This design comes from an exercise in tuning for small area, a short achievable clock period and few clock cycles on the open sky130 flow, not from production work. Only simulation tests tie the RTL to the original design; equivalence was not proved.

===== config.mk =====
export PLATFORM = sky130hd
export DESIGN_NAME = processor
export DESIGN_NICKNAME = processor
export VERILOG_FILES = /design/flow/design.v
export SDC_FILE = /design/flow/constraint.sdc
export NUM_CORES = 8
export LEC_CHECK = 0
export CAP_MARGIN = 20
export CORE_MARGIN = 2
export CORE_UTILIZATION = 50
export CTS_CLUSTER_DIAMETER = 110
export CTS_CLUSTER_SIZE = 26
export PLACE_DENSITY = 0.6
export SETUP_SLACK_MARGIN = 4.25
export SLEW_MARGIN = 20

===== constraint.sdc =====
create_clock -name core_clock -period 12.5 [get_ports {clk}]
set_input_delay 2.5000 -clock core_clock [delete_from_list [all_inputs] [get_ports {clk}]]
set_output_delay 2.5000 -clock core_clock [all_outputs]
set_load 0.01 [all_outputs]

===== design.v =====
module addk #(parameter W = 8) (input wire [W-1:0] x, input wire [W-1:0] y,
                                input wire ci, output wire [W-1:0] s);
  localparam integer NL = (W <= 1) ? 0 : (W <= 2) ? 1 : (W <= 4) ? 2 : (W <= 8) ? 3 : 4;
  wire [W-1:0] p = x ^ y;
  wire [W:0] P [0:NL];
  wire [W:0] V [0:NL];
  assign P[0] = {p, 1'b0};
  assign V[0] = {x, ci};
  genvar i, l;
  generate for (l = 0; l < NL; l = l + 1) begin: lv
    for (i = 0; i <= W; i = i + 1) begin: bt
      if (i >= (1 << l)) begin: m
        assign P[l+1][i] = P[l][i] & P[l][i - (1 << l)];
        assign V[l+1][i] = P[l][i] ? V[l][i - (1 << l)] : V[l][i];
      end else begin: k
        assign P[l+1][i] = P[l][i];
        assign V[l+1][i] = V[l][i];
      end
    end
  end endgenerate
  wire [W-1:0] c = V[NL][W-1:0];
  assign s = p ^ c;
endmodule
module add8c(input wire [7:0] x, input wire [7:0] y, input wire ci, output wire [7:0] s);
  addk #(8) a(.x(x), .y(y), .ci(ci), .s(s));
endmodule
module mul8(input wire [7:0] a, input wire [7:0] b, output wire [7:0] p);
  wire pp0_0 = a[0] & b[0];
  wire pp0_1 = a[1] & b[0];
  wire pp0_2 = a[2] & b[0];
  wire pp0_3 = a[3] & b[0];
  wire pp0_4 = a[4] & b[0];
  wire pp0_5 = a[5] & b[0];
  wire pp0_6 = a[6] & b[0];
  wire pp0_7 = a[7] & b[0];
  wire pp1_0 = a[0] & b[1];
  wire pp1_1 = a[1] & b[1];
  wire pp1_2 = a[2] & b[1];
  wire pp1_3 = a[3] & b[1];
  wire pp1_4 = a[4] & b[1];
  wire pp1_5 = a[5] & b[1];
  wire pp1_6 = a[6] & b[1];
  wire pp2_0 = a[0] & b[2];
  wire pp2_1 = a[1] & b[2];
  wire pp2_2 = a[2] & b[2];
  wire pp2_3 = a[3] & b[2];
  wire pp2_4 = a[4] & b[2];
  wire pp2_5 = a[5] & b[2];
  wire pp3_0 = a[0] & b[3];
  wire pp3_1 = a[1] & b[3];
  wire pp3_2 = a[2] & b[3];
  wire pp3_3 = a[3] & b[3];
  wire pp3_4 = a[4] & b[3];
  wire pp4_0 = a[0] & b[4];
  wire pp4_1 = a[1] & b[4];
  wire pp4_2 = a[2] & b[4];
  wire pp4_3 = a[3] & b[4];
  wire pp5_0 = a[0] & b[5];
  wire pp5_1 = a[1] & b[5];
  wire pp5_2 = a[2] & b[5];
  wire pp6_0 = a[0] & b[6];
  wire pp6_1 = a[1] & b[6];
  wire pp7_0 = a[0] & b[7];
  wire s1 = pp0_6 ^ pp1_5;
  wire c1 = s1 ? 1'b0 : pp0_6;
  wire h2 = pp0_7 ^ pp1_6;
  wire s2 = h2 ^ pp2_5;
  wire c2 = h2 ? pp2_5 : pp0_7;
  wire s3 = pp3_4 ^ pp4_3;
  wire c3 = s3 ? 1'b0 : pp3_4;
  wire s4 = pp0_4 ^ pp1_3;
  wire c4 = s4 ? 1'b0 : pp0_4;
  wire h5 = pp0_5 ^ pp1_4;
  wire s5 = h5 ^ pp2_3;
  wire c5 = h5 ? pp2_3 : pp0_5;
  wire s6 = pp3_2 ^ pp4_1;
  wire c6 = s6 ? 1'b0 : pp3_2;
  wire h7 = s1 ^ pp2_4;
  wire s7 = h7 ^ pp3_3;
  wire c7 = h7 ? pp3_3 : s1;
  wire h8 = pp4_2 ^ pp5_1;
  wire s8 = h8 ^ pp6_0;
  wire c8 = h8 ? pp6_0 : pp4_2;
  wire h9 = c1 ^ s2;
  wire s9 = h9 ^ s3;
  wire c9 = h9 ? s3 : c1;
  wire h10 = pp5_2 ^ pp6_1;
  wire s10 = h10 ^ pp7_0;
  wire c10 = h10 ? pp7_0 : pp5_2;
  wire s11 = pp0_3 ^ pp1_2;
  wire c11 = s11 ? 1'b0 : pp0_3;
  wire h12 = s4 ^ pp2_2;
  wire s12 = h12 ^ pp3_1;
  wire c12 = h12 ? pp3_1 : s4;
  wire h13 = c4 ^ s5;
  wire s13 = h13 ^ s6;
  wire c13 = h13 ? s6 : c4;
  wire h14 = c5 ^ c6;
  wire s14 = h14 ^ s7;
  wire c14 = h14 ? s7 : c5;
  wire h15 = c7 ^ c8;
  wire s15 = h15 ^ s9;
  wire c15 = h15 ? s9 : c7;
  wire s16 = pp0_2 ^ pp1_1;
  wire c16 = s16 ? 1'b0 : pp0_2;
  wire h17 = s11 ^ pp2_1;
  wire s17 = h17 ^ pp3_0;
  wire c17 = h17 ? pp3_0 : s11;
  wire h18 = c11 ^ s12;
  wire s18 = h18 ^ pp4_0;
  wire c18 = h18 ? pp4_0 : c11;
  wire h19 = c12 ^ s13;
  wire s19 = h19 ^ pp5_0;
  wire c19 = h19 ? pp5_0 : c12;
  wire h20 = c13 ^ s14;
  wire s20 = h20 ^ s8;
  wire c20 = h20 ? s8 : c13;
  wire h21 = c14 ^ s15;
  wire s21 = h21 ^ s10;
  wire c21 = h21 ? s10 : c14;
  wire [7:0] ra = {c20, c19, c18, c17, c16, s16, pp0_1, pp0_0};
  wire [7:0] rb = {s21, s20, s19, s18, s17, pp2_0, pp1_0, 1'b0};
  addk #(8) fin(.x(ra), .y(rb), .ci(1'b0), .s(p));
endmodule
module ge8(input wire [7:0] x, input wire [7:0] y, output wire ge);
  wire [7:0] eq = ~(x ^ y);
  wire [3:0] e1, g1;
  genvar i;
  generate for (i = 0; i < 4; i = i + 1) begin: l1
    assign e1[i] = eq[2*i+1] & eq[2*i];
    assign g1[i] = eq[2*i+1] ? x[2*i] : x[2*i+1];
  end endgenerate
  wire [1:0] e2, g2;
  generate for (i = 0; i < 2; i = i + 1) begin: l2
    assign e2[i] = e1[2*i+1] & e1[2*i];
    assign g2[i] = e1[2*i+1] ? g1[2*i] : g1[2*i+1];
  end endgenerate
  wire e3 = e2[1] & e2[0];
  wire g3 = e2[1] ? g2[0] : g2[1];
  assign ge = e3 | g3;
endmodule
module div8(input wire [7:0] a, input wire [7:0] d, output wire [7:0] q);
  wire [3:0] x1 = a[7:4];
  wire [7:0] ix = {x1, d[3:0]};
  localparam [255:0] TQ0 = 256'hff3f7f153f931f910fcf07cd03eb01e100f70075003b0019000f000500030001;
  localparam [255:0] TR0 = 256'h55d52a00d57d0a80f5750288fd5500a0ff5d0020ffd50008fff50000fffd0000;
  localparam [255:0] TQ1 = 256'h00f700f700750075003b003b00190019000f000f000500050003000300010001;
  localparam [255:0] TR1 = 256'h335199590ca00620f319f99100c00068ff31ff9100080000fff1fff900000000;
  localparam [255:0] TQ2 = 256'h000f000f000f000f000500050005000500030003000300030001000100010001;
  localparam [255:0] TR2 = 256'h0f018721c381e18100c0004000200000ff01ff81ffc1ffe10000000000000000;
  localparam [255:0] TQ3 = 256'h0003000300030003000300030003000300010001000100010001000100010001;
  localparam [255:0] TR3 = 256'h00018001c001e001f001f801fc01fe0100000000000000000000000000000000;
  wire [3:0] qh0 = {TQ3[ix], TQ2[ix], TQ1[ix], TQ0[ix]};
  wire [3:0] r10 = {TR3[ix], TR2[ix], TR1[ix], TR0[ix]};
  wire dhi = |d[7:4];
  wire [3:0] qh = dhi ? 4'd0 : qh0;
  wire [3:0] r1 = dhi ? x1 : r10;
  wire [8:0] m1 = {1'b0, d};
  wire [8:0] m2 = {d, 1'b0};
  wire [8:0] m4 = {d[6:0], 2'b0};
  wire [8:0] m8 = {d[5:0], 3'b0};
  wire [8:0] m3, m5, m7, m9, m11, m13, m15;
  addk #(9) a3 (.x({1'b0, d[6:0], 1'b0}), .y({2'b0, d[6:0]}), .ci(1'b0), .s(m3));
  addk #(9) a5 (.x({1'b0, d[5:0], 2'b0}), .y({3'b0, d[5:0]}), .ci(1'b0), .s(m5));
  addk #(9) a7 (.x({d[5:0], 3'b0}),  .y(~{3'b0, d[5:0]}), .ci(1'b1), .s(m7));
  addk #(9) a9 (.x({1'b0, d[4:0], 3'b0}), .y({4'b0, d[4:0]}), .ci(1'b0), .s(m9));
  addk #(9) a11(.x({1'b0, d[4:0], 3'b0}), .y({2'b0, m3[6:0]}), .ci(1'b0), .s(m11));
  addk #(9) a13(.x({1'b0, d[4:0], 3'b0}), .y({1'b0, m5[7:0]}), .ci(1'b0), .s(m13));
  addk #(9) a15(.x({d[4:0], 4'b0}),  .y(~{4'b0, d[4:0]}), .ci(1'b1), .s(m15));
  wire d7 = d[7];
  wire d6 = |d[7:6];
  wire d5 = |d[7:5];
  wire [15:1] ov;
  wire [7:0] mk [1:15];
  assign ov[1]  = m1[8];                 assign mk[1]  = m1[7:0];
  assign ov[2]  = m2[8];                 assign mk[2]  = m2[7:0];
  assign ov[3]  = d7 | m3[8];            assign mk[3]  = m3[7:0];
  assign ov[4]  = d6;                    assign mk[4]  = m4[7:0];
  assign ov[5]  = d6 | m5[8];            assign mk[5]  = m5[7:0];
  assign ov[6]  = d7 | m3[8] | m3[7];    assign mk[6]  = {m3[6:0], 1'b0};
  assign ov[7]  = d6 | m7[8];            assign mk[7]  = m7[7:0];
  assign ov[8]  = d5;                    assign mk[8]  = m8[7:0];
  assign ov[9]  = d5 | m9[8];            assign mk[9]  = m9[7:0];
  assign ov[10] = d6 | m5[8] | m5[7];    assign mk[10] = {m5[6:0], 1'b0};
  assign ov[11] = d5 | m11[8];           assign mk[11] = m11[7:0];
  assign ov[12] = d7 | |m3[8:6];         assign mk[12] = {m3[5:0], 2'b0};
  assign ov[13] = d5 | m13[8];           assign mk[13] = m13[7:0];
  assign ov[14] = d6 | m7[8] | m7[7];    assign mk[14] = {m7[6:0], 1'b0};
  assign ov[15] = d5 | m15[8];           assign mk[15] = m15[7:0];
  wire [7:0] x2 = {r1, a[3:0]};
  wire [15:1] t;
  genvar k;
  generate for (k = 1; k < 16; k = k + 1) begin: cmp
    wire ge;
    ge8 c(.x(x2), .y(mk[k]), .ge(ge));
    assign t[k] = ~ov[k] & ge;
  end endgenerate
  wire [3:0] ql;
  assign ql[3] = t[8];
  assign ql[2] = t[4] & ~t[8] | t[12];
  assign ql[1] = t[2] & ~t[4] | t[6] & ~t[8] | t[10] & ~t[12] | t[14];
  assign ql[0] = t[1] & ~t[2] | t[3] & ~t[4] | t[5] & ~t[6] | t[7] & ~t[8]
               | t[9] & ~t[10] | t[11] & ~t[12] | t[13] & ~t[14] | t[15];
  assign q = {qh, ql};
endmodule
module execute(
  input wire [7:0] ra, rb, rc, rd,
  input wire [23:0] w,               
  input wire [3:0] u1a, u1b,
  input wire [1:0] u1op,
  input wire [3:0] u2a, u2b,
  input wire u2sub, u2mul,
  input wire [3:0] u3a, u3b,
  input wire u3sub,
  input wire [3:0] ta, tb, tc, td, s0t, s1t, s2t, s3t,
  output wire [7:0] na, nb, nc, nd, s0d, s1d, s2d, s3d
);
  localparam [3:0] T_U1 = 4'd7, T_U2 = 4'd8, T_U3 = 4'd9;
  function [7:0] early;
    input [3:0] t;
    input [7:0] a, b, c, d;
    input [23:0] w;
    begin
      case (t[2:0])
        3'd0: early = a;
        3'd1: early = b;
        3'd2: early = c;
        3'd3: early = d;
        3'd4: early = w[7:0];
        3'd5: early = w[15:8];
        default: early = w[23:16];
      endcase
    end
  endfunction
  wire [7:0] x1a = early(u1a, ra, rb, rc, rd, w);
  wire [7:0] x1b = early(u1b, ra, rb, rc, rd, w);
  wire [7:0] dv = u1b[1] ? (u1b[0] ? rd : rc) : rb;
  wire [7:0] q;
  div8 divider(.a(ra), .d(dv), .q(q));
  wire       sub1 = (u1op == 2'd1);
  wire [7:0] as1, mu1;
  add8c add1(.x(x1a), .y(x1b ^ {8{sub1}}), .ci(sub1), .s(as1));
  mul8 mul1(.a(x1a), .b(x1b), .p(mu1));
  wire [7:0] u1m = u1op[1] ? mu1 : as1;
  wire [7:0] u1 = (u1op == 2'd3) ? q : u1m;
  wire [7:0] e2a = early(u2a, ra, rb, rc, rd, w);
  wire [7:0] e2b = early(u2b, ra, rb, rc, rd, w);
  wire [7:0] x2a = (u2a == T_U1) ? u1 : e2a;
  wire [7:0] x2b = (u2b == T_U1) ? u1 : e2b;
  wire [7:0] m2a = (u2a == T_U1) ? u1m : e2a;
  wire [7:0] m2b = (u2b == T_U1) ? u1m : e2b;
  wire [7:0] as2, mu2;
  add8c add2(.x(x2a), .y(x2b ^ {8{u2sub}}), .ci(u2sub), .s(as2));
  mul8 mul2(.a(m2a), .b(m2b), .p(mu2));
  wire [7:0] u2 = u2mul ? mu2 : as2;
  wire [7:0] x3a = (u3a == T_U2) ? u2 : (u3a == T_U1) ? u1 : early(u3a, ra, rb, rc, rd, w);
  wire [7:0] x3b = (u3b == T_U2) ? u2 : (u3b == T_U1) ? u1 : early(u3b, ra, rb, rc, rd, w);
  wire [7:0] u3;
  add8c add3(.x(x3a), .y(x3b ^ {8{u3sub}}), .ci(u3sub), .s(u3));
  function [7:0] pick;
    input [3:0] t;
    input [7:0] e, r1, r2, r3;
    begin
      pick = (t == T_U3) ? r3 : (t == T_U2) ? r2 : (t == T_U1) ? r1 : e;
    end
  endfunction
  assign na = pick(ta, early(ta, ra, rb, rc, rd, w), u1, u2, u3);
  assign nb = pick(tb, early(tb, ra, rb, rc, rd, w), u1, u2, u3);
  assign nc = pick(tc, early(tc, ra, rb, rc, rd, w), u1, u2, u3);
  assign nd = pick(td, early(td, ra, rb, rc, rd, w), u1, u2, u3);
  assign s0d = (s0t == T_U1) ? u1 : early(s0t, ra, rb, rc, rd, w);
  assign s1d = (s1t == T_U1) ? u1 : early(s1t, ra, rb, rc, rd, w);
  assign s2d = (s2t == T_U1) ? u1 : early(s2t, ra, rb, rc, rd, w);
  assign s3d = (s3t == T_U1) ? u1 : early(s3t, ra, rb, rc, rd, w);
endmodule
module membank(
  input wire clk,
  input wire we,
  input wire [4:0] wrow,
  input wire [7:0] wdata,
  input wire [31:0] rsel,
  input wire usel,             
  output wire [7:0] rdata,
  output wire [7:0] udata      
);
  reg [7:0] mem [0:31];
  always @(posedge clk)
    if (we)
      mem[wrow] <= wdata;
  reg [7:0] qt [0:3];
  integer i, j;
  always @* begin
    for (j = 0; j < 4; j = j + 1) begin
      qt[j] = 8'd0;
      for (i = 8 * j; i < 8 * j + 8; i = i + 1)
        qt[j] = qt[j] | ({8{rsel[i]}} & mem[i]);
    end
  end
  assign rdata = qt[0] | qt[1] | qt[2] | qt[3];
  assign udata = ({8{usel}} & qt[0]) | ({8{usel}} & qt[1]) | ({8{usel}} & qt[2]) | ({8{usel}} & qt[3]);
endmodule
module group_decoder(
  input wire [79:0] win_all,      
  input wire [4:0] row_lo,        
  input wire [4:0] row_hi,        
  input wire [10:1] endok,        
  output wire [10:1] len_oh,      
  output wire halt,
  output wire [3:0] u1a, u1b,     
  output wire [1:0] u1op,         
  output wire [3:0] u2a, u2b,     
  output wire u2sub, u2mul,
  output wire [3:0] u3a, u3b,     
  output wire u3sub,
  output wire [3:0] ta, tb, tc, td,  
  output wire [23:0] imm,         
  output wire s0v, s1v, s2v, s3v,  
  output wire [7:0] s0a, s1a, s2a, s3a,
  output wire [3:0] s0t, s1t, s2t, s3t
);
  localparam integer W = 10;      
  localparam integer K = 7;       
  localparam integer SPW = W + 3;  
  localparam [3:0] T_U1 = 4'd7, T_U2 = 4'd8, T_U3 = 4'd9;
  genvar j, r, k;
  wire [8*(W+1)-1:0] win = {8'd0, win_all};
  function [SPW-1:0] sp_next;
    input [SPW-1:0] cur;
    input [W:0] two;
    integer p;
    begin
      sp_next = {SPW{1'b0}};
      for (p = 0; p <= W; p = p + 1) begin
        sp_next[p+1] = sp_next[p+1] | (cur[p] & ~two[p]);
        sp_next[p+2] = sp_next[p+2] | (cur[p] & two[p]);
      end
    end
  endfunction
  function [7:0] byte_at;
    input [SPW-1:0] oh;
    input [8*(W+1)-1:0] v;
    input integer sh;
    integer p;
    begin
      byte_at = 8'd0;
      for (p = 0; p < W; p = p + 1)
        byte_at = byte_at | ({8{oh[p]}} & v[8*(p+sh) +: 8]);
    end
  endfunction
  function flag_at;
    input [SPW-1:0] oh;
    input [W-1:0] v;
    begin
      flag_at = |(oh[W-1:0] & v);
    end
  endfunction
  function [7:0] field8_at;
    input [SPW-1:0] oh;
    input [8*W-1:0] v;
    integer p;
    begin
      field8_at = 8'd0;
      for (p = 0; p < W; p = p + 1)
        field8_at = field8_at | ({8{oh[p]}} & v[8*p +: 8]);
    end
  endfunction
  function [3:0] cap4;
    input [K-1:0] oh;
    input [4*K-1:0] v;
    integer q;
    begin
      cap4 = 4'd0;
      for (q = 0; q < K; q = q + 1)
        cap4 = cap4 | ({4{oh[q]}} & v[4*q +: 4]);
    end
  endfunction
  function [7:0] cap8;
    input [K-1:0] oh;
    input [8*K-1:0] v;
    integer q;
    begin
      cap8 = 8'd0;
      for (q = 0; q < K; q = q + 1)
        cap8 = cap8 | ({8{oh[q]}} & v[8*q +: 8]);
    end
  endfunction
  wire [W:0] two;
  wire [W-1:0] smc_b;
  wire [8*W-1:0] bank_b;
  generate for (j = 0; j < W; j = j + 1) begin: pb
    wire [7:0] nb = win[8*(j+1) +: 8];
    assign two[j] = (win[8*j+3 +: 5] == 5'b00011);
    assign smc_b[j] = (nb[7:3] == row_lo) | (nb[7:3] == row_hi);
    assign bank_b[8*j +: 8] = 8'd1 << nb[2:0];
  end endgenerate
  assign two[W] = 1'b0;
  wire [(K+1)*SPW-1:0] sp;
  assign sp[0 +: SPW] = {{(SPW-1){1'b0}}, 1'b1};
  generate for (k = 0; k < K; k = k + 1) begin: spk
    assign sp[(k+1)*SPW +: SPW] = sp_next(sp[k*SPW +: SPW], two);
  end endgenerate
  wire [8*K-1:0] op, nx, sbank;
  wire [K-1:0] ssmc, fit;
  generate for (k = 0; k < K; k = k + 1) begin: sl
    wire [SPW-1:0] at = sp[k*SPW +: SPW];
    wire [SPW-1:0] after = sp[(k+1)*SPW +: SPW];
    assign op[8*k +: 8] = byte_at(at, win, 0);
    assign nx[8*k +: 8] = byte_at(at, win, 1);
    assign sbank[8*k +: 8] = field8_at(at, bank_b);
    assign ssmc[k] = flag_at(at, smc_b);
    assign fit[k] = |(after[W:1] & endok);
  end endgenerate
  wire [K-1:0] is_mov, is_alu, is_as, is_mul, is_mvi, is_st, is_halt, is_div;
  wire [4*K-1:0] wr;        
  wire [4*K-1:0] rd;        
  wire [2*K-1:0] aop;
  generate for (k = 0; k < K; k = k + 1) begin: dc
    wire [7:0] o = op[8*k +: 8];
    assign is_mov[k]  = (o <= 8'h0b);
    assign is_alu[k]  = (o >= 8'h0c) && (o <= 8'h17);
    assign is_as[k]   = (o >= 8'h0c) && (o <= 8'h11);
    assign is_mul[k]  = (o >= 8'h12) && (o <= 8'h14);
    assign is_div[k]  = (o >= 8'h15) && (o <= 8'h17);
    assign is_mvi[k]  = (o[7:2] == 6'b000110);
    assign is_st[k]   = (o[7:2] == 6'b000111);
    assign is_halt[k] = (o == 8'hff);
    reg [3:0] w, s;
    always @* begin
      w = 4'b0000; s = 4'b0000;
      if (o <= 8'h0b) begin
        case (o[3:0])
          4'h0: begin w = 4'b0001; s = 4'b0010; end
          4'h1: begin w = 4'b0001; s = 4'b0100; end
          4'h2: begin w = 4'b0001; s = 4'b1000; end
          4'h3: begin w = 4'b0010; s = 4'b0001; end
          4'h4: begin w = 4'b0010; s = 4'b0100; end
          4'h5: begin w = 4'b0010; s = 4'b1000; end
          4'h6: begin w = 4'b0100; s = 4'b0010; end
          4'h7: begin w = 4'b0100; s = 4'b0001; end
          4'h8: begin w = 4'b0100; s = 4'b1000; end
          4'h9: begin w = 4'b1000; s = 4'b0010; end
          4'ha: begin w = 4'b1000; s = 4'b0100; end
          default: begin w = 4'b1000; s = 4'b0001; end
        endcase
      end else if (o <= 8'h17) begin
        w = 4'b0001;
        case (o[4:0])
          5'h0c, 5'h0f, 5'h12, 5'h15: s = 4'b0010;
          5'h0d, 5'h10, 5'h13, 5'h16: s = 4'b0100;
          default: s = 4'b1000;
        endcase
      end else if (o[7:2] == 6'b000110) begin
        w = 4'b0001 << o[1:0];
      end else if (o[7:2] == 6'b000111) begin
        s = 4'b0001 << o[1:0];
      end
    end
    assign wr[4*k +: 4] = w;
    assign rd[4*k +: 4] = s;
    assign aop[2*k +: 2] = (o <= 8'h0e) ? 2'd0 : (o <= 8'h11) ? 2'd1 : (o <= 8'h14) ? 2'd2 : 2'd3;
  end endgenerate
  wire [K-1:0] alu_ge1, alu_ge2, alu_ge3, st_ge1, st_ge2, st_ge3, st_ge4, mvi_ge1, mvi_ge2, mvi_ge3, div_ge1;
  wire [4*K-1:0] wb4, w2;
  wire [8*K-1:0] sb4;
  assign alu_ge1[0] = 1'b0; assign alu_ge2[0] = 1'b0; assign alu_ge3[0] = 1'b0;
  assign st_ge1[0]  = 1'b0; assign st_ge2[0]  = 1'b0; assign st_ge3[0] = 1'b0; assign st_ge4[0] = 1'b0;
  assign mvi_ge1[0] = 1'b0; assign mvi_ge2[0] = 1'b0; assign mvi_ge3[0] = 1'b0;
  assign div_ge1[0] = 1'b0;
  assign wb4[3:0] = 4'b0000;
  assign w2[3:0] = 4'b0000;
  assign sb4[7:0] = 8'd0;
  generate for (k = 1; k < K; k = k + 1) begin: cnt
    assign alu_ge1[k] = alu_ge1[k-1] | is_alu[k-1];
    assign alu_ge2[k] = alu_ge2[k-1] | (alu_ge1[k-1] & is_alu[k-1]);
    assign alu_ge3[k] = alu_ge3[k-1] | (alu_ge2[k-1] & is_alu[k-1]);
    assign st_ge1[k]  = st_ge1[k-1] | is_st[k-1];
    assign st_ge2[k]  = st_ge2[k-1] | (st_ge1[k-1] & is_st[k-1]);
    assign st_ge3[k]  = st_ge3[k-1] | (st_ge2[k-1] & is_st[k-1]);
    assign st_ge4[k]  = st_ge4[k-1] | (st_ge3[k-1] & is_st[k-1]);
    assign mvi_ge1[k] = mvi_ge1[k-1] | is_mvi[k-1];
    assign mvi_ge2[k] = mvi_ge2[k-1] | (mvi_ge1[k-1] & is_mvi[k-1]);
    assign mvi_ge3[k] = mvi_ge3[k-1] | (mvi_ge2[k-1] & is_mvi[k-1]);
    assign div_ge1[k] = div_ge1[k-1] | (is_alu[k-1] & is_div[k-1]);
    assign wb4[4*k +: 4] = wb4[4*(k-1) +: 4] | wr[4*(k-1) +: 4];
    assign w2[4*k +: 4] = w2[4*(k-1) +: 4]
                        | ({4{alu_ge2[k-1] | (alu_ge1[k-1] & is_alu[k-1])}} & wr[4*(k-1) +: 4]);
    assign sb4[8*k +: 8] = sb4[8*(k-1) +: 8] | ({8{is_st[k-1]}} & sbank[8*(k-1) +: 8]);
  end endgenerate
  wire [K-1:0] first_alu  = is_alu & ~alu_ge1;
  wire [K-1:0] second_alu = is_alu & alu_ge1 & ~alu_ge2;
  wire [K-1:0] third_alu  = is_alu & alu_ge2 & ~alu_ge3;
  wire [K-1:0] first_st   = is_st & ~st_ge1;
  wire [K-1:0] second_st  = is_st & st_ge1 & ~st_ge2;
  wire [K-1:0] third_st   = is_st & st_ge2 & ~st_ge3;
  wire [K-1:0] fourth_st  = is_st & st_ge3 & ~st_ge4;
  wire [K-1:0] mvi0 = is_mvi & ~mvi_ge1;
  wire [K-1:0] mvi1 = is_mvi & mvi_ge1 & ~mvi_ge2;
  wire [K-1:0] mvi2 = is_mvi & mvi_ge2 & ~mvi_ge3;
  assign s0a = cap8(first_st, nx);
  assign s1a = cap8(second_st, nx);
  assign s2a = cap8(third_st, nx);
  assign s3a = cap8(fourth_st, nx);
  wire [K-1:0] cb, ca;
  generate for (k = 0; k < K; k = k + 1) begin: cut
    wire [3:0] wbk = wb4[4*k +: 4];
    wire [3:0] rdk = rd[4*k +: 4];
    wire div_late = is_div[k] & (wbk[0] | |(wbk & rdk));
    assign cb[k] = ~fit[k]
                 | (is_alu[k] & (alu_ge3[k] | (alu_ge2[k] & ~is_as[k]) | div_late
                                 | (alu_ge1[k] & (is_div[k] | (is_mul[k] & div_ge1[k])))))
                 | (is_st[k] & (st_ge4[k] | |(w2[4*k +: 4] & rdk)
                                | |(sbank[8*k +: 8] & sb4[8*k +: 8])))
                 | (is_mvi[k] & mvi_ge3[k]);
    assign ca[k] = is_halt[k] | (is_st[k] & ssmc[k]);
  end endgenerate
  wire [K:1] stop;
  generate for (k = 1; k <= K; k = k + 1) begin: sp1
    if (k < K) begin: m
      assign stop[k] = cb[k] | ca[k-1];
    end else begin: l
      assign stop[k] = 1'b1;
    end
  end endgenerate
  wire [K:1] prior;    
  assign prior[1] = 1'b0;
  generate for (k = 2; k <= K; k = k + 1) begin: pr
    assign prior[k] = prior[k-1] | stop[k-1];
  end endgenerate
  wire [K:1] n_oh = stop & ~prior;
  wire [K-1:0] inc;
  assign inc[0] = 1'b1;
  generate for (k = 1; k < K; k = k + 1) begin: ic
    assign inc[k] = ~prior[k+1 > K ? K : k+1] & ~stop[k];
  end endgenerate
  wire [10*K-1:0] ends;
  generate for (k = 1; k <= K; k = k + 1) begin: en
    assign ends[10*(k-1) +: 10] = sp[k*SPW+1 +: 10];
  end endgenerate
  function [10:1] sel_len;
    input [K:1] oh;
    input [10*K-1:0] v;
    integer q;
    begin
      sel_len = 10'd0;
      for (q = 1; q <= K; q = q + 1)
        sel_len = sel_len | ({10{oh[q]}} & v[10*(q-1) +: 10]);
    end
  endfunction
  assign len_oh = sel_len(n_oh, ends);
  wire [16*(K+1)-1:0] t;
  wire [4*K-1:0] srct;
  assign t[15:0] = {4'd3, 4'd2, 4'd1, 4'd0};
  generate for (k = 0; k < K; k = k + 1) begin: tg
    wire [15:0] tk = t[16*k +: 16];
    wire [3:0] rdk = rd[4*k +: 4];
    wire [3:0] wrk = wr[4*k +: 4];
    wire [3:0] sr = ({4{rdk[0]}} & tk[3:0]) | ({4{rdk[1]}} & tk[7:4])
                  | ({4{rdk[2]}} & tk[11:8]) | ({4{rdk[3]}} & tk[15:12]);
    assign srct[4*k +: 4] = sr;
    wire [3:0] cv = is_mvi[k] ? (mvi_ge2[k] ? 4'd6 : mvi_ge1[k] ? 4'd5 : 4'd4)
                              : (alu_ge2[k] ? T_U3 : alu_ge1[k] ? T_U2 : T_U1);
    for (r = 0; r < 4; r = r + 1) begin: rg
      wire w  = wrk[r];
      wire wm = w & is_mov[k];
      wire wc = w & ~is_mov[k];
      assign t[16*(k+1) + 4*r +: 4] = ({4{~w}} & tk[4*r +: 4]) | ({4{wm}} & sr) | ({4{wc}} & cv);
    end
  end endgenerate
  function [15:0] sel_t;
    input [K:1] oh;
    input [16*(K+1)-1:0] v;
    integer q;
    begin
      sel_t = 16'd0;
      for (q = 1; q <= K; q = q + 1)
        sel_t = sel_t | ({16{oh[q]}} & v[16*q +: 16]);
    end
  endfunction
  wire [15:0] tend = sel_t(n_oh, t);
  assign ta = tend[3:0];
  assign tb = tend[7:4];
  assign tc = tend[11:8];
  assign td = tend[15:12];
  wire [4*K-1:0] ta_k;
  generate for (k = 0; k < K; k = k + 1) begin: tak
    assign ta_k[4*k +: 4] = t[16*k +: 4];
  end endgenerate
  wire [K-1:0] op_sub, op_mul;
  generate for (k = 0; k < K; k = k + 1) begin: om
    assign op_sub[k] = (aop[2*k +: 2] == 2'd1);
    assign op_mul[k] = (aop[2*k +: 2] == 2'd2);
  end endgenerate
  function [1:0] cap2;
    input [K-1:0] oh;
    input [2*K-1:0] v;
    integer q;
    begin
      cap2 = 2'd0;
      for (q = 0; q < K; q = q + 1)
        cap2 = cap2 | ({2{oh[q]}} & v[2*q +: 2]);
    end
  endfunction
  assign u1a = cap4(first_alu, ta_k);
  assign u1b = cap4(first_alu, srct);
  assign u1op = cap2(first_alu, aop);
  assign u2a = cap4(second_alu, ta_k);
  assign u2b = cap4(second_alu, srct);
  assign u2sub = |(second_alu & op_sub);
  assign u2mul = |(second_alu & op_mul);
  assign u3a = cap4(third_alu, ta_k);
  assign u3b = cap4(third_alu, srct);
  assign u3sub = |(third_alu & op_sub);
  assign s0t = cap4(first_st, srct);
  assign s1t = cap4(second_st, srct);
  assign s2t = cap4(third_st, srct);
  assign s3t = cap4(fourth_st, srct);
  assign s0v = |(first_st & inc);
  assign s1v = |(second_st & inc);
  assign s2v = |(third_st & inc);
  assign s3v = |(fourth_st & inc);
  assign imm = {cap8(mvi2, nx), cap8(mvi1, nx), cap8(mvi0, nx)};
  assign halt = |(is_halt & inc);
endmodule
module processor(
  input wire clk, reset,
  input wire op,  
  input wire [7:0] in_data,
  input wire user_write_memory,
  input wire [7:0] user_address,
  output wire [7:0] out_data,  
  output wire done             
);
  reg [7:0] reg_a, reg_b, reg_c, reg_d;
  reg [7:0] pc;           
  reg [7:0] pc_start;     
  reg       running;      
  reg       g_ready;      
  reg       f_halted;     
  reg       done_r;
  reg [63:0] rb0, rb1;
  reg [7:0]  rv0, rv1;    
  reg        g_valid;
  reg        g_halt;
  reg [23:0] g_imm;       
  reg [3:0]  g_u1a, g_u1b;
  reg [1:0]  g_u1op;
  reg [3:0]  g_u2a, g_u2b;
  reg        g_u2sub, g_u2mul;
  reg [3:0]  g_u3a, g_u3b;
  reg        g_u3sub;
  reg [3:0]  g_ta, g_tb, g_tc, g_td;
  reg        g_s0v, g_s1v, g_s2v, g_s3v;
  reg [7:0]  g_s0a, g_s1a, g_s2a, g_s3a;
  reg [3:0]  g_s0t, g_s1t, g_s2t, g_s3t;
  wire [4:0] row0 = pc[7:3];
  wire [4:0] row1 = row0 + 5'd1;
  wire [4:0] row2 = row0 + 5'd2;
  wire sel1 = g_ready & ~running;       
  wire e_go = g_valid | (sel1 & op);
  wire [7:0] a_new, b_new, c_new, d_new, s0d, s1d, s2d, s3d;
  execute ex(
    .ra(reg_a), .rb(reg_b), .rc(reg_c), .rd(reg_d), .w(g_imm),
    .u1a(g_u1a), .u1b(g_u1b), .u1op(g_u1op),
    .u2a(g_u2a), .u2b(g_u2b), .u2sub(g_u2sub), .u2mul(g_u2mul),
    .u3a(g_u3a), .u3b(g_u3b), .u3sub(g_u3sub),
    .ta(g_ta), .tb(g_tb), .tc(g_tc), .td(g_td), .s0t(g_s0t), .s1t(g_s1t), .s2t(g_s2t), .s3t(g_s3t),
    .na(a_new), .nb(b_new), .nc(c_new), .nd(d_new), .s0d(s0d), .s1d(s1d), .s2d(s2d), .s3d(s3d)
  );
  wire all0 = &rv0;
  wire all1 = &rv1;
  wire [4:0] frow = ~all0 ? row0 : ~all1 ? row1 : row2;
  wire [4:0] rrow = op ? frow : user_address[7:3];
  wire [31:0] rsel = 32'd1 << rrow;
  wire [7:0] cw0 = {8{e_go & g_s0v}} & (8'd1 << g_s0a[2:0]);
  wire [7:0] cw1 = {8{e_go & g_s1v}} & (8'd1 << g_s1a[2:0]);
  wire [7:0] cw2 = {8{e_go & g_s2v}} & (8'd1 << g_s2a[2:0]);
  wire [7:0] cw3 = {8{e_go & g_s3v}} & (8'd1 << g_s3a[2:0]);
  wire [7:0] uwb = {8{~op & user_write_memory}} & (8'd1 << user_address[2:0]);
  wire [63:0] bank_row;
  wire [63:0] bank_user;
  wire [7:0]  ubank = 8'd1 << user_address[2:0];
  genvar b;
  generate for (b = 0; b < 8; b = b + 1) begin: bk
    wire       we   = cw0[b] | cw1[b] | cw2[b] | cw3[b] | uwb[b];
    wire [4:0] wrow = cw0[b] ? g_s0a[7:3] : cw1[b] ? g_s1a[7:3] : cw2[b] ? g_s2a[7:3]
                    : cw3[b] ? g_s3a[7:3] : user_address[7:3];
    wire [7:0] wdat = cw0[b] ? s0d : cw1[b] ? s1d : cw2[b] ? s2d : cw3[b] ? s3d : in_data;
    membank m(.clk(clk), .we(we), .wrow(wrow), .wdata(wdat), .rsel(rsel),
              .usel(ubank[b]), .rdata(bank_row[8*b +: 8]), .udata(bank_user[8*b +: 8]));
  end endgenerate
  assign out_data = bank_user[7:0] | bank_user[15:8] | bank_user[23:16] | bank_user[31:24]
                  | bank_user[39:32] | bank_user[47:40] | bank_user[55:48] | bank_user[63:56];
  wire [2:0] pcl = pc[2:0];
  wire [143:0] rbuf = {16'd0, rb1, rb0};
  wire [79:0] win_all = rbuf[{pcl, 3'b000} +: 80];
  wire [10:1] endok;
  wire ahead = ~running & ~g_ready;
  genvar e;
  generate for (e = 1; e <= 10; e = e + 1) begin: eo
    assign endok[e] = ({1'b0, pcl} + e <= (ahead ? 4'd7 : 4'd15));
  end endgenerate
  wire [10:1] f_len_oh;
  wire [23:0] f_imm;
  wire       f_halt;
  wire [3:0] f_u1a, f_u1b, f_u2a, f_u2b;
  wire [1:0] f_u1op;
  wire       f_u2sub, f_u2mul;
  wire [3:0] f_u3a, f_u3b;
  wire       f_u3sub;
  wire [3:0] f_ta, f_tb, f_tc, f_td;
  wire       f_s0v, f_s1v, f_s2v, f_s3v;
  wire [7:0] f_s0a, f_s1a, f_s2a, f_s3a;
  wire [3:0] f_s0t, f_s1t, f_s2t, f_s3t;
  group_decoder dec(
    .win_all(win_all), .row_lo(row0), .row_hi(row1), .endok(endok),
    .len_oh(f_len_oh), .halt(f_halt), .imm(f_imm),
    .u1a(f_u1a), .u1b(f_u1b), .u1op(f_u1op),
    .u2a(f_u2a), .u2b(f_u2b), .u2sub(f_u2sub), .u2mul(f_u2mul),
    .u3a(f_u3a), .u3b(f_u3b), .u3sub(f_u3sub),
    .ta(f_ta), .tb(f_tb), .tc(f_tc), .td(f_td),
    .s0v(f_s0v), .s1v(f_s1v), .s2v(f_s2v), .s3v(f_s3v),
    .s0a(f_s0a), .s1a(f_s1a), .s2a(f_s2a), .s3a(f_s3a),
    .s0t(f_s0t), .s1t(f_s1t), .s2t(f_s2t), .s3t(f_s3t)
  );
  wire hz0 = g_s0v & ((g_s0a[7:3] == row0) | (g_s0a[7:3] == row1) | (g_s0a[7:3] == row2));
  wire hz1 = g_s1v & ((g_s1a[7:3] == row0) | (g_s1a[7:3] == row1) | (g_s1a[7:3] == row2));
  wire hz2 = g_s2v & ((g_s2a[7:3] == row0) | (g_s2a[7:3] == row1) | (g_s2a[7:3] == row2));
  wire hz3 = g_s3v & ((g_s3a[7:3] == row0) | (g_s3a[7:3] == row1) | (g_s3a[7:3] == row2));
  wire hz = e_go & (hz0 | hz1 | hz2 | hz3);
  wire f_run = op & ~f_halted & ~done_r & ~(sel1 & g_halt);
  wire f_go = f_run & all0 & all1 & ~hz;
  wire f_load = f_run & ~(all0 & all1) & ~hz;    
  reg [3:0] pcl_sum;
  integer k;
  always @* begin
    pcl_sum = 4'd0;
    for (k = 1; k <= 10; k = k + 1)
      pcl_sum = pcl_sum | ({4{f_len_oh[k]}} & ({1'b0, pcl} + k));
  end
  wire f_carry = pcl_sum[3];
  wire [7:0] snoop0 = {8{uwb != 8'd0 && user_address[7:3] == row0}} & uwb;
  wire [7:0] snoop1 = {8{uwb != 8'd0 && user_address[7:3] == row1}} & uwb;
  wire snoop01 = |(snoop0 | snoop1);
  wire [7:0] pc_next = {f_carry ? row1 : row0, pcl_sum[2:0]};
  always @(posedge clk, posedge reset)
    if (reset) begin
      reg_a <= 8'h55; reg_b <= 8'h11; reg_c <= 8'h11; reg_d <= 8'h11;
      pc <= 8'd0;
      running <= 1'b0; g_ready <= 1'b0;
      f_halted <= 1'b0; done_r <= 1'b0;
      g_valid <= 1'b0;
      rv0 <= 8'd0; rv1 <= 8'd0;
    end else begin
      running <= op;
      if (e_go) begin
        reg_a <= a_new; reg_b <= b_new; reg_c <= c_new; reg_d <= d_new;
      end
      g_valid <= f_go;
      if (!op) begin
        f_halted <= 1'b0;
        done_r <= 1'b0;
        if (!g_ready) begin
          if (all0 && all1 && !f_carry && !snoop01) begin
            g_ready <= 1'b1;
            pc_start <= pc;
            pc <= pc_next;
          end
        end else if (snoop01) begin
          g_ready <= 1'b0;
          pc <= pc_start;
        end
      end else begin
        g_ready <= 1'b0;
        if (f_go) pc <= pc_next;
        if ((f_go && f_halt) || (sel1 && g_halt)) f_halted <= 1'b1;
        if (e_go && g_halt) done_r <= 1'b1;
      end
      if (hz) begin
        rv0 <= 8'd0; rv1 <= 8'd0;
      end else if (f_go && f_carry) begin
        rv0 <= rv1; rv1 <= 8'hff;
      end else if (f_load) begin
        if (!all0) rv0 <= 8'hff;
        else rv1 <= 8'hff;
      end else begin
        rv0 <= rv0 | snoop0;
        rv1 <= rv1 | snoop1;
      end
    end
  genvar y;
  generate for (y = 0; y < 8; y = y + 1) begin: rbb
    always @(posedge clk) begin
      if (f_go && f_carry) begin
        rb0[8*y +: 8] <= rb1[8*y +: 8];
        rb1[8*y +: 8] <= bank_row[8*y +: 8];
      end else if (f_load) begin
        if (!all0) rb0[8*y +: 8] <= bank_row[8*y +: 8];
        else rb1[8*y +: 8] <= bank_row[8*y +: 8];
      end else begin
        if (snoop0[y]) rb0[8*y +: 8] <= in_data;
        if (snoop1[y]) rb1[8*y +: 8] <= in_data;
      end
    end
  end endgenerate
  always @(posedge clk)
    if (op || !g_ready) begin
    g_halt <= f_halt;
    g_imm <= f_imm;
    g_u1a <= f_u1a; g_u1b <= f_u1b; g_u1op <= f_u1op;
    g_u2a <= f_u2a; g_u2b <= f_u2b; g_u2sub <= f_u2sub; g_u2mul <= f_u2mul;
    g_u3a <= f_u3a; g_u3b <= f_u3b; g_u3sub <= f_u3sub;
    g_ta <= f_ta; g_tb <= f_tb; g_tc <= f_tc; g_td <= f_td;
    g_s0v <= f_s0v; g_s0a <= f_s0a; g_s0t <= f_s0t;
    g_s1v <= f_s1v; g_s1a <= f_s1a; g_s1t <= f_s1t;
    g_s2v <= f_s2v; g_s2a <= f_s2a; g_s2t <= f_s2t;
    g_s3v <= f_s3v; g_s3a <= f_s3a; g_s3t <= f_s3t;
    end
  assign done = done_r;
endmodule

===== flow/run.sh =====
#!/bin/bash
# The standard flow's own layout (standard.sh), except for two changes to synthesis:
#  - ORFS's adder step (Yosys extract_fa and the full/half-adder cell map) is
#    skipped, so ABC maps the arithmetic as plain logic and times it whole;
#  - ABC runs flow/abc_map.script instead of ORFS's abc_speed.script: the
#    same commands, but one round of restructuring (&st &syn2 &if &synch2
#    &nf) after the first mapping instead of five, which saves area.
# Everything else, the registers included, is the standard synthesis and
# layout. Each tool's output goes to orfs_make.log and ORFS's own logs.
set -euo pipefail
here=$(pwd)
flowdir=$(cd "$(dirname "$0")" && pwd)

# ORFS's synth.tcl without the block from "Technology mapping of adders" up
# to "Technology mapping of latches", and with ABC given our script
sed -e '/^# Technology mapping of adders/,/^# Technology mapping of latches/{/^# Technology mapping of latches/!d}' \
    -e "s#^  log_cmd abc {\*}\$abc_args#  log_cmd abc {*}[lreplace \$abc_args 1 1 $flowdir/abc_map.script]#" \
  "$FLOW_HOME/scripts/synth.tcl" > "$here/synth_noadder.tcl"
grep -q '^# Technology mapping of latches' "$here/synth_noadder.tcl"
! grep -q 'extract_fa' "$here/synth_noadder.tcl"
grep -q 'abc_map.script' "$here/synth_noadder.tcl"

# The standard flow's synthesis script, sourcing that instead of ORFS's synth.tcl
sed "s#source \$::env(SCRIPTS_DIR)/synth.tcl#source $here/synth_noadder.tcl#" \
  synth_recipe.tcl > "$here/synth_recipe_noadder.tcl"
grep -q 'synth_noadder.tcl' "$here/synth_recipe_noadder.tcl"

# standard.sh with that synthesis script
sed "s#SYNTH_SCRIPT=[^ ]*#SYNTH_SCRIPT=$here/synth_recipe_noadder.tcl#" standard.sh > "$here/standard_noadder.sh"
grep -q 'synth_recipe_noadder.tcl' "$here/standard_noadder.sh"

bash "$here/standard_noadder.sh" finish > "$here/orfs_make.log" 2>&1

===== flow/abc_map.script =====
&get -n
&st
&dch
&nf
&st
&syn2
&if -g -K 6
&synch2
&nf
&put
buffer -c
topo
stime -c
upsize -c
dnsize -c

===== standard.sh =====
#!/bin/bash
# synth_recipe.tcl (not shown) runs the flow's synth.tcl, then flattens the netlist and writes it again
# the make line also repeats each setting of config.mk as NAME=value (left out here)
make -C /OpenROAD-flow-scripts/flow DESIGN_CONFIG=/design/flow/config.mk WORK_HOME=/design/flow/orfs CLKGATE_MAP_FILE= SYNTH_SCRIPT=/design/flow/synth_recipe.tcl "${@:-finish}"

==> out/qor.yml, run 1 <==
worst_setup_path:
  cp.arrival_ps: 6100
  critPathRequiredTime_ps: 10000
  cpPeakStageDelay_ps: 650
  reg2reg_from: "pc[0]"
  crit_slowest_cell: "or4_4"
  critPathKind: "in2out"
  crit_path_start_kind: "input pin"
  crit_chain: "buf_16 -> buf_6 -> nor2_4 -> a21oi_4 -> nand3b_1 -> buf_12 -> nor2_4 -> clkbuf_16 -> buf_4 -> a22oi_2 -> nand4_1 -> or4_4 -> a22oi_2 -> nand4_1 -> buf_2"
  crit_fanout: 7
  crit_start: "op"
  cp-end-kind: "output pin"
job:
  cap_violations: 0
worst_hold_path:
  holdCritPathClass: "reg2reg"
  holdCritStartpoint: "rv0[7]"
synthesis:
  syn_area_per_cell_um2: 10.98
  synth-main-ff-cell: "edfxtp_1"
  yosys.area_share.adder: 0.003016
  synth_async_sr_flop_share: 0.02579
  synth_top_family_by_area: "compound AO/OA/AOI/OAI gates"
  synth_compound_area_frac: 0.2339
  yosysSeqAreaShare: 0.5463
  synthMuxAreaShare: 0.03748
  synth-simple-area-share: 0.1270
  yosysWarnings: 8
  yosysUniqueCellTypes: 141
  synth_edf_count: 2304
  synth_xor_area_frac: 0.01996
  syn_area_um2: 129500
  ys_ff_latch: 2365
  synth_cells: 11792
cts:
  cts.path.max_buffers: 3
  cts_buffers: 106
  clock_latency_ps: 870
  cts_tree: "built"
  cts-root-buf: "clkbuf_16"
  htree_levels: 3
  clk_pin_slew_ps: 90
  cts.sinks: 2365
place:
  pre_cts_ws_ps: 1114
  hpwl_mm: 434.6
  gp_congestion: 1.112
  portBuffers: 28
  placed_cell_area_um2: 135500
timing:
  hold_viol: 0
  worst_slack_ps: 3896
  setup_viol: 0
  fin_crit_sh: 0.6883
  final_max_slew_viol_count: 0
  fin_skew_ps: 119.3
  rsz0062_at_grt: "yes"
  worst-slew-pin-transition_ps: 1298
  final.setup.tns_ps: 0
  slew_headroom: 0.1256
  fmaxAchievable_ghz: 0.1162
  min_period_ps: 8604
run_status:
  status: "no timing/DRC/antenna violations"
drt:
  wire_per_inst_um: 42.25
  ant_nets: 0
  wl_mm: 664.8
  drc: 0
  first_pass_iters: 14
  drtIter0Drc: 23800
  vias: 122413
  viasPerCell: 7.780
floorplanning:
  rows: 186
  die_area_um2: 263000
  die_h_um: 512.8
  core_area_um2: 257200
  initial_core_util: 0.5034
  dieWidth_um: 512.8
  io_pins: 29
cells_and_area:
  final_nets: 12316
  fin_area_um2: 151700
  drive_above_1_share: 0.2173
  synthToLayoutAreaGrowth_pct: 17.19
global_routing:
  grt_use_total: 0.4775
  gr-usage-met1: 0.5922
  busiest_layer: "met2"
  antenna_found_initial: 32
  grt_overflow: 0
  grt_max_degree: 116
  first_global_vias: 109583
  grt_first_pass_wirelength_mm: 883.9
  grt_use_met2: 0.6912
  grt.met3_usage: 0.1426
## critical path, delay by kind of cell
family	cells	cell delay, ps
simple gates	6	1790
compound gates	3	630
buf+inv	6	1140
## through the flow
stage                 util  hold WS (ps)  instances
finish              0.5900         503.5      15735
global route        0.5898         519.4      15717
CTS                 0.5657         506.6      15351
detailed placement  0.5268         480.6      14864
global placement    0.5262         475.1      14858
floorplan                -         419.6      11793
## cell type report
cell class              count  area [um^2]
diodes                     25        62.56
repair buffers           1258        12350
flip-flops and latches   2365        70760
multi-input cells        8458        60830
well taps                3384         4234
fillers                 20811       105400
inverters                 107        412.9
clock inverters            19        365.4
clock buffers             119         2701
## cells in the final DEF, fill, tap and decap left out, types with 97 or more instances in the layout
| master | synthesis | final |
|---|---|---|
| mux4_2 | 97 | 97 |
| nor3_1 | 195 | 155 |
| buf_4 | 16 | 951 |
| o221ai_1 | 164 | 146 |
| a21oi_1 | 670 | 570 |
| buf_6 | 28 | 102 |
| a31oi_1 | 112 | 100 |
| clkbuf_16 | 0 | 130 |
| mux2i_1 | 175 | 156 |
| a22oi_1 | 785 | 739 |
| nand2_1 | 958 | 913 |
| a211oi_1 | 144 | 123 |
| o211ai_1 | 169 | 169 |
| nor2_1 | 1305 | 1161 |
| a221oi_1 | 364 | 266 |
| edfxtp_1 | 2304 | 2304 |
| nand3_1 | 261 | 243 |
| nand4_1 | 214 | 214 |
| xnor2_1 | 192 | 179 |
| o21ai_0 | 608 | 534 |
| o22ai_1 | 151 | 137 |
| a22o_1 | 238 | 231 |
## per-layer routing
layer,part of all wire,up-vias
li1,-,48021
met1,0.33,59063
met2,0.41,12097
met3,0.15,3212
met4,0.11,20
met5,0.00058,-
## flip-flops by register name (all words and copies together) (netlist names), 24 cells and up
register  cells
g_imm        24
bk.m.mem   2048
rb0          64
rb1          64
## final timing paths
kind,endpoint,slack (ps),cells past startpoint
worst min-delay path,rv0[7],500,1
min in group asynchronous,pc[6],1970,2
worst max-delay path,out_data[4],3900,15
worst max register to register,rb0[46],4190,31
worst min register to register,rv0[7],500,1
max in group asynchronous,reg_b[3],9060,3
## what timing repair did
action	CTS	global route
setup buffers	308	303
hold buffers	0	0
pin swaps	201	220
setup endpoints to repair	727	449
gates resized for setup	784	531
gates cloned	41	42
## synthesized netlist by cell type (65+ instances only)
| cell | number | area (um^2) |
|---|---|---|
| edfxtp_1 | 2304 | 69190 |
| nor2_1 | 1305 | 4898 |
| nand2_1 | 958 | 3596 |
| a22oi_1 | 785 | 5893 |
| a21oi_1 | 670 | 3353 |
| clkbuf_1 | 643 | 2414 |
| o21ai_0 | 608 | 3043 |
| a221oi_1 | 364 | 3188 |
| nand3_1 | 261 | 1306 |
| a22o_1 | 238 | 2085 |
| nand4_1 | 214 | 1339 |
| nor3_1 | 195 | 975.9 |
| xnor2_1 | 192 | 1682 |
| mux2i_1 | 175 | 1752 |
| o211ai_1 | 169 | 1269 |
| o221ai_1 | 164 | 1436 |
| o22ai_1 | 151 | 944.7 |
| a211oi_1 | 144 | 1081 |
| a31oi_1 | 112 | 700.7 |
| buf_1 | 109 | 409.1 |
| buf_2 | 103 | 515.5 |
| mux4_2 | 97 | 2185 |
| inv_1 | 96 | 360.4 |
| nor2b_1 | 96 | 600.6 |
| or3_1 | 90 | 563.0 |
| a222oi_1 | 79 | 790.8 |
| and2_1 | 72 | 450.4 |
| xor2_1 | 72 | 630.6 |
| a21o_1 | 65 | 488.0 |
## logic make-up after synthesis
kind of cell	after synthesis
AND/OR/NAND/NOR	3557
buffers and inverters	1007
AO/OA/AOI/OAI	4203
other	1
flip-flops	2365
XOR/XNOR	276
adder cells (fa/ha/maj)	39
multiplexers	344
Testbench counts, summed over its fixed seeds: cycles 1,121.
==> run 2: changes to the inputs <==
--- a/config.mk
+++ b/config.mk
@@ -12,4 +12,4 @@
 export CTS_CLUSTER_SIZE = 26
 export PLACE_DENSITY = 0.6
-export SETUP_SLACK_MARGIN = 4.25
+export SETUP_SLACK_MARGIN = 4
 export SLEW_MARGIN = 20
==> run 2 against run 1 <==
Still clean on timing, DRC and antenna. Via count fell by 1.8%. Routed wire length fell by 2.2%. First-iteration DRC count fell by 2.6%. Global-route usage fell by 0.50 points. Synthesized area did not move. Critical path depth did not move. Synthesized cell count did not move. Final cell count fell by 1.7%. Worst setup slack got worse by 110 ps. Largest cell class unchanged. Highest routed layer unchanged.
==> out/qor.yml, run 2 <==
timing:
  min_period_ps: 8715  # was 8604 ps
  hold_viol: 0  # unchanged
  final.setup.tns_ps: 0  # unchanged
  fin_crit_sh: 0.6972  # was 0.6883
  worst_slack_ps: 3785  # was 3896 ps
  worst-slew-pin-transition_ps: 1299  # was 1298 ps
  fin_skew_ps: 130.9  # was 119.3 ps
  rsz0062_at_grt: "yes"  # unchanged
  slew_headroom: 0.1308  # was 0.1256
  hold_ws_ps: 500.9  # was 503.5 ps
  setup_viol: 0  # unchanged
  fmaxAchievable_ghz: 0.1147  # was 0.1162 GHz
  final_max_slew_viol_count: 0  # unchanged
drt:
  vias: 120230  # was 122413
  ant_nets: 0  # unchanged
  wire_per_inst_um: 42.05  # was 42.25 um
  drc: 0  # unchanged
  viasPerCell: 7.777  # was 7.780
  wl_mm: 650.0  # was 664.8 mm
  drtIter0Drc: 23191  # was 23800
  first_pass_iters: 14  # unchanged
place:
  pre_cts_ws_ps: 1114  # unchanged
  hpwl_mm: 434.6  # unchanged
  portBuffers: 28  # unchanged
  gp_congestion: 1.112  # unchanged
worst_setup_path:
  cp-end-kind: "output pin"  # unchanged
  crit_fanout: 32  # was 7
  reg2reg_from: "pc[0]"  # unchanged
  path_common_cell: "nor2_4"
  critPathKind: "in2out"  # unchanged
  crit_chain: "buf_16 -> buf_12 -> nor2_4 -> a21oi_4 -> nand3b_1 -> buf_4 -> nor2_4 -> buf_8 -> a22o_1 -> a221oi_2 -> nand3_1 -> or4_4 -> a22oi_2 -> nand4_1 -> buf_2"  # was buf_16 -> buf_6 -> nor2_4 -> a21oi_4 -> nand3b_1 -> buf_12 -> nor2_4 -> clkbuf_16 -> buf_4 -> a22oi_2 -> nand4_1 -> or4_4 -> a22oi_2 -> nand4_1 -> buf_2
  cpPeakStageDelay_ps: 610  # was 650 ps
  regToRegEndpoint: "g_tc[1]"  # was rb0[46]
  cp.arrival_ps: 6210  # was 6100 ps
  rrSetupSlack_ps: 3960  # was 4190 ps
  crit_path_start_kind: "input pin"  # unchanged
  crit_slowest_cell: "or4_4"  # unchanged
  critPathRequiredTime_ps: 10000  # about the same
  crit_end: "out_data[6]"  # was out_data[4]
  worstRegToRegCells: 28  # was 31
  crit_start: "op"  # unchanged
cts:
  cts.path.max_buffers: 3  # unchanged
  cts_buffers: 106  # unchanged
  clk_pin_slew_ps: 100  # was 90 ps
  cts-root-buf: "clkbuf_16"  # unchanged
  clock_latency_ps: 880  # was 870 ps
  htree_levels: 3  # unchanged
  cts.sinks: 2365  # unchanged
  cts_tree: "built"  # unchanged
cells_and_area:
  multi_input_area_um2: 59420  # was 60830 um^2
  final_util: 0.5733  # was 0.5900
  drive_above_1_share: 0.1869  # was 0.2173
  layout_commonest_cell: "edfxtp_1"  # unchanged
  largestRegisters: "bk.m.mem x2048, rb0 x64, rb1 x64"  # unchanged
  final_cell_mix: "edfxtp_1 (2304), nor2_1 (1174), nand2_1 (922), buf_4 (776), a22oi_1 (755)"  # was edfxtp_1 (2304), nor2_1 (1161), buf_4 (951), nand2_1 (913), a22oi_1 (739)
  largest_register_ffs: 2048  # unchanged
  synthToLayoutAreaGrowth_pct: 13.88  # was 17.19%
  final_nets: 12044  # was 12316
  seq_area_um2: 70750  # was 70760 um^2
  fillers: 21166  # was 20811
  top_register: "bk.m.mem"  # unchanged
global_routing:
  grt_max_degree: 116  # unchanged
  grt_overflow: 0  # unchanged
  antenna_found_initial: 29  # was 32
  grt.met3_usage: 0.1408  # was 0.1426
  busiest_layer: "met2"  # unchanged
  grt_use_total: 0.4725  # was 0.4775
  grt_first_pass_wirelength_mm: 875.5  # was 883.9 mm
  grt_use_met2: 0.6819  # was 0.6912
  gr-usage-met1: 0.5864  # was 0.5922
  first_global_vias: 108775  # was 109583
synthesis:
  ys_top_cells_by_area: "edfxtp_1 (53%), a22oi_1 (4.6%), nor2_1 (3.8%)"  # unchanged
  yosysWarnings: 8  # unchanged
  syn_area_per_cell_um2: 10.98  # unchanged
  synth_edf_count: 2304  # unchanged
  synth_async_sr_flop_share: 0.02579  # unchanged
  syn_area_um2: 129500  # unchanged
  yosysMostFrequentCell: "edfxtp_1"  # unchanged
  yosysSeqAreaShare: 0.5463  # unchanged
  synth-main-ff-cell: "edfxtp_1"  # unchanged
  yosys.area.top_type_share: 0.5345  # unchanged
  yosysUniqueCellTypes: 141  # unchanged
  ys_ff_latch: 2365  # unchanged
  netlist_top_cells_count: "edfxtp_1 (2304), nor2_1 (1305), nand2_1 (958)"  # unchanged
  synth_cells: 11792  # unchanged
  yosysTopAreaCell: "edfxtp_1"  # unchanged
floorplanning:
  die_h_um: 512.8  # unchanged
  io_pins: 29  # unchanged
  initial_core_util: 0.5034  # unchanged
  dieWidth_um: 512.8  # unchanged
  core_area_um2: 257200  # unchanged
  rows: 186  # unchanged
  die_area_um2: 263000  # unchanged
job:
  cap_violations: 0  # unchanged
worst_hold_path:
  holdCritPathClass: "reg2reg"  # unchanged
  hold_depth: 1  # unchanged
run_status:
  status: "no timing/DRC/antenna violations"  # unchanged
-- run 2: cell counts after synthesis --
No cell type changed its count.
-- run 2: kinds of logic (layout without fill, tap and decap cells) --
group,after synthesis,in the layout,share of synthesized area
muxes,344,344,0.03748
buffers and inverters,1007,1238,0.03229
adders and majority gates,39,39,0.003016
AOI/OAI and AO/OA,4203,4222,0.2339
xor gates and xnor gates,276,276,0.01996
other,1,24,0.00002897
and+or+nand+nor,3557,3568,0.1270
DFF,2365,2365,0.5463
-- run 2: worst min-delay path by stage --
stage / startpoint / to / slack (ps)
floorplan: pc[1] / pc_start[1] / 420
global placement: rv1[4] / rv1[4] / 480
detailed placement: rv1[4] / rv1[4] / 480
CTS: rv1[4] / rv1[4] / 510
global route: rv0[5] / rv0[5] / 520
finish: rv1[4] / rv1[4] / 500
-- run 2: layout make-up --
cell class	count	area share
flip-flops and latches	2365	0.4799
repair buffers	993	0.06436
well taps	3384	0.02872
clock inverters	19	0.002478
clock buffers	119	0.01832
inverters	107	0.002784
multi-input cells	8451	0.4030
diodes	22	0.0003734
-- run 2: per-layer routing --
| layer | vias up | routed length [um] |
|---|---|---|
| met5 | - | 211 |
| met4 | 20 | 68720 |
| met3 | 3011 | 95160 |
| met2 | 11467 | 270300 |
| met1 | 58281 | 215600 |
| li1 | 47451 | - |
-- run 2: critical path: cells and delay by family --
| kind | cells | cell delay (ps) |
|---|---|---|
| AND/OR/NAND/NOR | 6 | 1580 |
| buffers and inverters | 5 | 1070 |
| AO/OA/AOI/OAI | 4 | 970 |
-- run 2: repair_timing --
action	4_1_cts	5_1_grt
cloned	31	24
gates resized for setup	605	364
hold buffers	0	0
endpoints found under the setup margin	385	425
pin swaps	171	119
setup buffers	243	127
-- run 2: through the flow --
| step | area [um^2] | cells |
|---|---|---|
| after floorplan | 129500 | 11793 |
| after global placement | 135300 | 14858 |
| after detailed placement | 135500 | 14864 |
| after CTS | 144000 | 15276 |
| after global routing | 147400 | 15445 |
| final | 147400 | 15460 |

[separate check: timing with driven ports]
No port has a modelled driver above. Below, the same layouts with a new extraction and two added sets of constraints.
Step 1: set_driving_cell puts a clkbuf_16 on clk and a buf_2 on each other input, an assumption about the parent block.
Step 2 also shifts input and output timing later by t, the mid clock arrival at the registers, as if the neighbouring blocks saw the same clock.
Three values: ideal ports, drivers, drivers and shift; two values: the first two.
run | t (ns) | setup slack, ns | worst setup path after step 2 | clock arrival spread, ns | cell pins on the clock port's net
run 1 | 0.920 | 3.896 / 3.553 / 3.553 | input to output | 0.119 / 0.119 | 1
run 2 | 0.917 | 3.785 / 3.607 / 3.607 | input to output | 0.131 / 0.131 | 1
After both steps every run listed still meets setup and hold. The setup slack of run 1, which loses most, moves by -0.343 ns with the drivers and by -0.343 ns with both steps.
